Source: an optimization exercise on an open RTL-to-GDS flow (aim: small area and a short achievable clock period). Production flows keep margins and buffers that such runs may drop. Where RTL was checked, it was by simulation tests only, not by an equivalence proof against the original. For run 2, only the layout was checked, not whether the RTL still works. Power is estimated from default activity; no workload was simulated.

## flow/design.v (module list and top-level ports; edited modules follow where they fit)
// module clk60hz: 15 lines
// module clk63_3hz: 15 lines
// module clk50khz: 15 lines
// module adr: 5 lines
// module pg: 9 lines
// module pa: 13 lines
// module dcd: 13 lines
// module pa_dcd: 3 lines
// module pa_dcd2: 9 lines
// module pa_dcd4: 13 lines
// module bd: 14 lines
// module ka10_cla: 53 lines
// module dly30ns: 14 lines
// module dly45ns: 14 lines
// module dly50ns: 14 lines
// module dly65ns: 14 lines
// module dly70ns: 14 lines
// module dly75ns: 14 lines
// module dly90ns: 14 lines
// module dly100ns: 14 lines
// module dly115ns: 14 lines
// module dly140ns: 14 lines
// module dly150ns: 14 lines
// module dly165ns: 14 lines
// module dly170ns: 14 lines
// module dly190ns: 14 lines
// module dly200ns: 14 lines
// module dly215ns: 14 lines
// module dly240ns: 14 lines
// module dly250ns: 14 lines
// module dly265ns: 14 lines
// module dly280ns: 14 lines
// module dly300ns: 14 lines
// module dly335ns: 14 lines
// module dly400ns: 14 lines
// module dly450ns: 14 lines
// module ldly500ns: 21 lines
// module dly550ns: 14 lines
// module dly750ns: 14 lines
// module dly800ns: 14 lines
// module gdly0_2us: 17 lines
// module dly1us: 14 lines
// module ldly1us: 21 lines
// module gdly1us: 17 lines
// module ldly1_5us: 21 lines
// module gdly1_5us: 17 lines
// module ldly2us: 21 lines
// module gdly2us: 17 lines
// module gdly2_5us: 17 lines
// module dly2_8us: 14 lines
// module dly35us: 14 lines
// module dly100us: 14 lines
// module ldly100us: 21 lines
// module gdly100us: 17 lines
// module dly2_1ms: 14 lines
// module dly2_5ms: 14 lines
// module dly5ms: 14 lines
// module ldly5ms: 21 lines
// module ldly1s: 21 lines
// module ldly5s: 21 lines
// ... 1 more modules
module ka10(
	input wire clk,
	input wire reset,
	input wire key_stop_sw,
	input wire key_exa_sw,
	input wire key_ex_nxt_sw,
	input wire key_dep_sw,
	input wire key_dep_nxt_sw,
	input wire key_reset_sw,
	input wire key_exe_sw,
	input wire key_sta_sw,
	input wire key_rdi_sw,
	input wire key_cont_sw,
	input wire key_sing_inst,
	input wire key_sing_cycle,
	input wire key_adr_inst,
	input wire key_adr_rd,
	input wire key_adr_wr,
	input wire key_adr_stop,
	input wire key_adr_brk,
	input wire key_par_stop,
	input wire key_nxm_stop,
	input wire key_repeat_sw,
	input wire [0:35] ds,
	input wire [18:35] as,
	output wire membus_rd_rq,
	output wire membus_wr_rq,
	output wire membus_rq_cyc,
	output wire membus_wr_rs,	 
	output wire [21:35] membus_ma,
	output wire [18:21] membus_sel,
	output wire membus_fmc_select,
	output wire [0:35] membus_mb_out,
	input  wire membus_addr_ack,	 
	input  wire membus_rd_rs,	 
	input  wire [0:35] membus_mb_in,
	output wire iobus_iob_poweron,	 
	output wire iobus_iob_reset,	 
	output wire iobus_datao_clear,	 
	output wire iobus_datao_set,	 
	output wire iobus_cono_clear,	 
	output wire iobus_cono_set,	 
	output wire iobus_iob_fm_datai,
	output wire iobus_iob_fm_status,
	output wire iobus_rdi_pulse,	 
	output wire [3:9]  iobus_ios,
	output wire [0:35] iobus_iob_out,
	input  wire [1:7]  iobus_pi_req,
	input  wire [0:35] iobus_iob_in,
	input  wire iobus_iob_dr_split,
	input  wire iobus_rdi_data,	 
	output wire ind_run,
	output wire ind_pi_on,
	output wire pwr_on_ind,
	output wire ind_prog_stop,
	output wire ind_user,
	output wire ind_mem_stop,
	output wire [1:7] ind_pih,
	output wire [1:7] ind_pir,
	output wire [1:7] ind_pio,
	output wire [1:7] ind_iob_req,
	output wire [18:35] ind_pc_reg,
	output wire [0:17] ind_ir_reg,
	output wire [18:35] ind_ma_reg,
	output wire [0:35] ind_mi_reg,
	output wire ind_mi_prog,
	output wire [6:0] ind_ar,
	output wire [0:35] ind_ar_reg,
	output wire [0:35] ind_br_reg,
	output wire [0:35] ind_mq_reg,
	output wire [10:0] ind_ad,
	output wire [0:35] ind_ad_reg,
	output wire ind_sc,
	output wire [0:8] ind_sc_reg,
	output wire [0:8] ind_fe_reg,
	output wire [7:0] ind_scad,
	output wire [0:8] ind_scad_reg,
	output wire [2:0] ind_ir,
	output wire [11:0] ind_key,
	output wire [11:0] ind_opr,
	output wire [5:0] ind_fetch,
	output wire [4:0] ind_store,
	output wire [32:35] ind_fma,
	output wire [15:0] ind_pr_reg,
	output wire [15:0] ind_rl_reg,
	output wire [15:0] ind_rla_reg,
	output wire [9:0] ind_mem,
	output wire [4:0] ind_ex,
	output wire [1:0] ind_pi,
	output wire [1:0] ind_byte,
	output wire [13:0] ind_cpa,
	output wire [15:0] ind_misc,
	output wire [2:0] ind_nr,
	output wire [1:0] ind_as,
	input wire sw_power,
	input wire sc_stop_sw,
	input wire fm_enable_sw,
	input wire key_repeat_bypass_sw,
	input wire mi_prog_dis_sw,
	input wire [3:9] rdi_sel,
	input wire [17:0] s_address,
	input wire s_write,
	input wire s_read,
	input wire [35:0] s_writedata,
	output wire [35:0] s_readdata,
  // ...
==> flow/run.sh <==
#!/bin/bash
# synth_recipe.tcl (not shown) runs the flow's synth.tcl, then flattens the netlist and writes it again
# the make line also repeats each setting of config.mk as NAME=value (left out here)
make -C /OpenROAD-flow-scripts/flow DESIGN_CONFIG=/design/flow/config.mk WORK_HOME=/design/flow/orfs CLKGATE_MAP_FILE= SYNTH_SCRIPT=/design/flow/synth_recipe.tcl finish
==> flow/config.mk <==
export PLATFORM = sky130hd
export DESIGN_NAME = ka10
export DESIGN_NICKNAME = ka10
export VERILOG_FILES = /design/flow/design.v
export SDC_FILE = /design/flow/constraint.sdc
export NUM_CORES = 4
export LEC_CHECK = 0
export CAP_MARGIN = 20
export CORE_MARGIN = 2
export CORE_UTILIZATION = 40
export PLACE_DENSITY = 0.6
export SLEW_MARGIN = 20
==> flow/constraint.sdc <==
create_clock -name core_clock -period 28.0 [get_ports {clk}]
set_input_delay 5.6000 -clock core_clock [delete_from_list [all_inputs] [get_ports {clk}]]
set_output_delay 5.6000 -clock core_clock [all_outputs]
set_load 0.01 [all_outputs]
==> impl_metrics.csv, run 1 <==
group,metric,value,unit
status,outcome,"finished clean",
synth,synthAdderAreaFrac,4.394,%
setup_path,critPathArrivalTime,9.79,ns
job,max_cap_viol_count,0,
setup_path,reg2reg_depth,16,
die,taps,3366,
sta,rsz0062_at_grt,"no",
hold_path,min_from,"ms_pa2.x[0]$_DFF_PP0_",
synth,synth-simple-area-share,17.35,%
grt,gr-max-usage-layer,"met2",
cts,numCtsBuffers,194,
sta,period_share,54.98,%
layout,synthToLayoutAreaGrowth,18.44,%
setup_path,cp_slowest_cell,"nor4_2",
setup_path,r2r_end,"ar[26]$_DFFE_PP0P_",
setup_path,path_depth,10,
setup_path,slowest_delay,0.73,ns
synth,synthArstFlopShare,66.69,%
pwr,p_comb_share,42.0,%
sta,max_clock_freq,64.96,MHz
layout,biggestCellCategory,"multi-input gates",
placement,gp_congestion,1.051,
layout,num-nonclk-inverters,372,
sta,finalSetupTns,0,ns
layout,regMostFlops,"fmem",
setup_path,cp-endpoint,"ind_as[0]",
grt,met1_usage,49.19,%
grt,grt_pass1_vias,88100,
==> run 2: changes to the inputs <==
--- a/flow/design.v
+++ b/flow/design.v
@@ -117,69 +117,16 @@
 			if(r)
 				r <= r + 3'b1;
 			if(in)
 				r <= 1;
 		end
 	end
 	assign p = r == 2;
 endmodule
-module ka10_cla(input [0:35] g, input [0:35] p, input cin, output [0:35] c);
-	wire [35:0] G0, P0;
-	genvar k;
-	generate
-		for(k = 0; k < 36; k = k + 1) begin : rev
-			assign G0[k] = g[35-k];
-			assign P0[k] = p[35-k];
-		end
-	endgenerate
-	wire [35:0] Ga = { G0[35:1], G0[0] | P0[0] & cin };
-	wire [35:0] Pa = P0;
-	wire [35:0] G1, P1, G2, P2, G3, P3, G4, P4, G5, P5, G6;
-	generate
-		for(k = 0; k < 36; k = k + 1) begin : l1
-			if(k >= 1) begin
-				assign G1[k] = Ga[k] | Pa[k] & Ga[k-1];
-				assign P1[k] = Pa[k] & Pa[k-1];
-			end else begin
-				assign G1[k] = Ga[k]; assign P1[k] = Pa[k];
-			end
-			if(k >= 2) begin
-				assign G2[k] = G1[k] | P1[k] & G1[k-2];
-				assign P2[k] = P1[k] & P1[k-2];
-			end else begin
-				assign G2[k] = G1[k]; assign P2[k] = P1[k];
-			end
-			if(k >= 4) begin
-				assign G3[k] = G2[k] | P2[k] & G2[k-4];
-				assign P3[k] = P2[k] & P2[k-4];
-			end else begin
-				assign G3[k] = G2[k]; assign P3[k] = P2[k];
-			end
-			if(k >= 8) begin
-				assign G4[k] = G3[k] | P3[k] & G3[k-8];
-				assign P4[k] = P3[k] & P3[k-8];
-			end else begin
-				assign G4[k] = G3[k]; assign P4[k] = P3[k];
-			end
-			if(k >= 16) begin
-				assign G5[k] = G4[k] | P4[k] & G4[k-16];
-				assign P5[k] = P4[k] & P4[k-16];
-			end else begin
-				assign G5[k] = G4[k]; assign P5[k] = P4[k];
-			end
-			if(k >= 32) begin
-				assign G6[k] = G5[k] | P5[k] & G5[k-32];
-			end else begin
-				assign G6[k] = G5[k];
-			end
-			assign c[35-k] = G6[k];
-		end
-	endgenerate
-endmodule
 module dly30ns(input clk, input reset, input in, output p);
 	reg [1-1:0] r;
 	always @(posedge clk or posedge reset) begin
 		if(reset)
 			r <= 0;
 		else begin
 			if(r)
 				r <= r + 1'b1;
@@ -2623,26 +2570,25 @@
 		3'b0 };
 	wire [0:35] ad_ar_inp = {36{ad_ar_p_en}} & ar | {36{ad_ar_m_en}} & ~ar;
 	wire [0:35] ad_br_inp =
 		({36{ad_br_p_en}} & br | {36{ad_br_m_en}} & ~br) &
 		 ~{ 17'b0, ad_m1_lh, 18'b0 } |
 		{ 17'b0, ad_p1_lh, 18'b0 };
 	wire [0:35] ad;
 	wire [0:36] ad_cry;
-	wire [0:35] ad_g = ad_ar_inp & ad_br_inp & ~ad_cry_kill;
-	wire [0:35] ad_x = ad_ar_inp ^ ad_br_inp;
-	wire [0:35] ad_p = ad_x & ~ad_cry_kill;
-	wire [0:35] ad_pg = (ad_ar_inp | ad_br_inp) & ~ad_cry_kill;
-	wire [0:36] ad_c;	 
-	ka10_cla ad_cla(.g(ad_g), .p(ad_p), .cin(ad_cry_36), .c(ad_c[0:35]));
-	assign ad_c[36] = ad_cry_36;
 	assign ad_cry[36] = ad_cry_36;
-	assign ad_cry[0:35] = ad_cry_ins ? ad_pg : ad_c[0:35];
-	assign ad = ad_x ^ (ad_c[1:36] | {36{ad_cry_ins}});
+	genvar i;
+	generate
+		for(i = 0; i < 36; i = i + 1) begin : adgen
+			adr ad_adr(ad_ar_inp[i], ad_br_inp[i],
+				ad_cry[i+1], ad_cry_ins, ad_cry_kill[i],
+				ad[i], ad_cry[i]);
+		end
+	endgenerate
 	wire ad_eq_0 = ad == 0;
 	wire ad_inc_both_ft9 = ir_aobjp | ir_aobjn |
 		ir_push | ir_pushj |
 		iot_blk | ir_blt;
 	wire ad_ar_negate_ft9 = ir_21x | ir_idiv | ir_fdv_NOT_l;
 	wire ad_minus_br_ft9 = ir_sub | ir_fsb | ir_cax | ir_dfn;
 	wire ad_br_pm_ft9 = ir_soxx | ir_pops | hwt_br_pm_en_ft9;
 	wire ad_ar_p_en_ft9 = ad_inc_both_ft9 |
==> impl_metrics.csv, run 2 <==
group,metric,value,unit
status,outcome,"finished clean",
synth,synth_area_per_cell,10.03,sq um
synth,synthFlopType,"dfrtp_1",
synth,synthArstFlopShare,66.69,%
grt,grtUsageTotal,39.85,%
layout,final_cells,14120,
synth,ys_top_cells_by_area,"dfrtp_1 (29%), edfxtp_1 (17%), mux2_2 (6.6%)",
sta,finalSetupViolations,0,
layout,final_nets,11140,
sta,max_clock_freq,36.29,MHz
cts,root_buffer,"clkbuf_16",
placement,numPortBuffers,823,
cts,path_clk_slew,0.06,ns
layout,mostFrequentLayoutCell,"nand2_1",
pwr,power,10.88,mW
pwr,clkPwrFrac,25.5,%
layout,design_area,119900,sq um
routing,routedWlPerCell,37.20,microns
sta,rsz0062_at_grt,"no",
pwr,irDropWorstVdd,0.0001481,V
synth,ys_seq_elements,1729,
placement,place_area,112500,sq um
placement,dp_cells,13700,
routing,vias,91370,
cts,cts.sinks,1729,
synth,synth_most_common_cell,"nand2_1",
sta,fin_skew,0.04562,ns
routing,routed_wl,525100,microns
die,die_width,505.7,microns
synth,yosys-top-cells-count,"nand2_1 (1,245), dfrtp_1 (1,153), nor2_1 (753)",
grt,grt.overflow.total,0,
pwr,power.internal,6.201,mW
synth,syn_area,100700,sq um
placement,dp_hpwl,376600,microns
setup_path,cp_slowest_cell,"fa_2",
layout,mostFrequentLayoutCells,"nand2_1 (1,243), dfrtp_1 (1,119), clkdlybuf4s50_1 (814), nor2_1 (736), mux2_2 (591)",
die,core,250700,sq um
hold_path,hold_path.class,"register to register",
job,max_cap_viol_count,0,
cts,htreeDepth,4,
setup_path,crit_path_max_fanout,2,
synth,synth_edf_count,576,
pwr,seqPwrFrac,30.7,%
setup_path,timing.critical_path.buf_inv,3,
routing,drt_iter0_markers,13160,
setup_path,reg2reg_depth,83,
synth,seq_area_frac_synth,45.84,%
grt,grt_pass1_vias,87010,
routing,avgViaCountPerCell,6.473,
pwr,powerDensity,90.71,nW/um^2
sta,period_share,98.42,%
setup_path,slowest_delay,0.43,ns
grt,grt_pass1_wl,714500,microns
setup_path,r2r_slack,3.16,ns
setup_path,startpoint,"ar[35]$_DFFE_PP0P_",
sta,relSlewSlack,11.33,%
routing,drt.antenna.violating_nets,0,
layout,largest_register_ffs,576,
setup_path,r2r_end,"pc[20]$_DFFE_PP0P_",
pwr,leakage,48.86,nW
sta,worst_pin_slew,1.320,ns
synth,ys_types,103,
die,die_area,255700,sq um
die,die_h,505.7,microns
sta,period_needed,27.56,ns
setup_path,path_depth,77,
setup_path,timing.rr.start,"ar[35]$_DFFE_PP0P_",
setup_path,cp-endpoint,"ind_ad[0]",
grt,grt_max_degree,177,
sta,finalHoldViolCount,0,
cts,numCtsBuffers,200,
sta,whs,0.3561,ns
placement,gp_congestion,1.050,
die,ios,843,
setup_path,critPathArrivalTime,21.96,ns
setup_path,cp-start-kind,"register",
synth,synth_top_area_share,28.66,%
setup_path,cp.required,22.40,ns
cts,insertion_delay,0.91,ns
layout,regMostFlops,"fmem",
synth,ys_warn_count,25,
grt,antenna_found_initial,59,
setup_path,critPathKind,"register to primary output",
layout,synthToLayoutAreaGrowth,19.08,%
pwr,p_comb_share,43.8,%
cts,cts_tree,"built",
layout,drive_gt1_share,15.73,%
synth,yosys.area.top_type,"dfrtp_1",
routing,drt-pass1-iter-count,8,
routing,route.detailed.drc,0,
sta,drv_slew,0,
die,start_util,40.16,%
cts,hold_buffers,0,
setup_path,endpoint_kind,"primary output",
pwr,swShare,42.98,%
synth,netlist_instances,10040,
setup_path,crit_family,"adder cells",
die,rows,184,
pwr,switching_power,4.675,mW
cts,clk_path_buf_depth,3,
[run 2: cell types whose count changed in the layout (fill, tap and decap cells not counted), sizes merged, moves of 31 or more]
cell	previous run	this run
nand2	1278	1246
ha	351	313
and3	184	146
nor3b	146	105
a22oi	89	120
fa	4	40
nand3	383	452
a311oi	140	40
a31oi	68	111
o21ai	451	515
a211oi	91	55
[run 2: power by group through the flow]
stage | clock network, mW | logic, mW | registers, mW
6_report | 2.77 | 4.77 | 3.33
5_1_grt | 2.88 | 4.90 | 3.34
4_1_cts | 2.79 | 4.56 | 3.31
3_5_place_dp | 0 | 4.53 | 3.35
3_3_place_gp | 0 | 4.45 | 3.34
2_1_floorplan | 0 | 2.40 | 3.22
[run 2: worst min-delay path by stage]
stage	start	endpoint	slack, ns	depth (start not counted)
after CTS	fd_pa13.x[0]$_DFF_PP0_	fd_pa13.x[1]$_DFF_PP0_	0.35	0
after detailed placement	mc_pa12.x[0]$_DFF_PP0_	mc_pa12.x[1]$_DFF_PP0_	0.35	0
final	fd_pa13.x[0]$_DFF_PP0_	fd_pa13.x[1]$_DFF_PP0_	0.36	0
after global routing	fd_pa13.x[0]$_DFF_PP0_	fd_pa13.x[1]$_DFF_PP0_	0.36	0
after global placement	key_pa6.x[0]$_DFF_PP0_	key_pa6.x[1]$_DFF_PP0_	0.35	0
after floorplan	by_pa9.x[0]$_DFF_PP0_	by_pa9.x[1]$_DFF_PP0_	0.35	0
[run 2: per-stage QoR]
stage | utilization (%) | TNS [ns] | setup WS [ns]
final | 47.82 | 0 | 0.4426
after global routing | 47.79 | 0 | 0.005929
after CTS | 47.70 | 0 | 0.04495
after detailed placement | 44.88 | -5.113 | -1.175
after global placement | 44.87 | -4.642 | -1.065
after floorplan | - | 0 | 0.002931
[run 2: area by class of cell]
type | instances | area, sq um
diodes | 43 | 107.6
repair buffers | 1174 | 11000
well taps | 3348 | 4189
multi-input cells | 7089 | 50170
flip-flops and latches | 1729 | 46190
fillers | 22900 | 130800
inverters | 363 | 1376
clock inverters | 88 | 1139
clock buffers | 281 | 5712
[run 2: worst register-to-register path, delay by kind of cell, from the launching register on]
| family | cells | cell delay [ns] |
|---|---|---|
| adder cells (fa/ha/maj) | 36 | 13.09 |
| flip-flops | 1 | 0.39 |
| AO/OA/AOI/OAI | 8 | 1.45 |
| AND/OR/NAND/NOR | 36 | 9.13 |
| multiplexers | 1 | 0.35 |
| buffers and inverters | 2 | 0.33 |
[run 2: per-layer routing]
layer	wire length [microns]	vias up	track usage, %	share of wire (%)
li1	-	37040	-	-
met1	195300	46250	49.99	37
met2	216100	6542	56.61	41
met3	64240	1517	12.81	12
met4	49330	26	30.99	9.4
met5	153	-	0	0.029
[run 2: cells by family (layout without fill, tap and decap cells)]
logic type,after synthesis,after routing,share of synthesized area [%]
and+or+nand+nor,3650,3650,17.55
AOI/OAI and AO/OA,1906,1906,12.31
DFF,1729,1729,45.84
buffers and inverters,1219,1906,5.278
muxes,899,899,11.92
adders and majority gates,354,354,4.695
xor gates and xnor gates,276,276,2.401
other,2,47,0.007459
[run 2: what timing repair did]
| item | CTS | global route |
|---|---|---|
| endpoints found under the setup margin | 8 | 6 |
| pin swaps | 24 | 22 |
| resized for setup | 69 | 17 |
| setup buffers | 1 | 2 |
| cloned | 0 | 0 |

-- separate check: timing with driven ports --
How much do the figures lean on ideal ports? The routed layouts below were timed once more, with nothing changed but the port constraints. Step 1 assumes that a clkbuf_16 drives the clock port and a buf_2 every other input. Step 2 moves the port delays by t, midway between the first and last clock arrival at a register: inputs arrive t later, outputs are due t later. That takes back most of the time a late clock gives input paths. Slacks: ideal / step 1 / step 2; pairs: ideal / step 1.
run | shift t [ns] | slack for setup (ns) | cell pins on the clock port's net
run 1 | 0.978 | 12.606 / 12.583 / 12.583 | 1
run 2 | 0.995 | 0.443 / 0.329 / 1.325 | 1
After both steps every run listed still meets setup and hold. The setup slack of run 1, which loses most, moves by -0.023 ns with the drivers and by -0.023 ns with both steps.
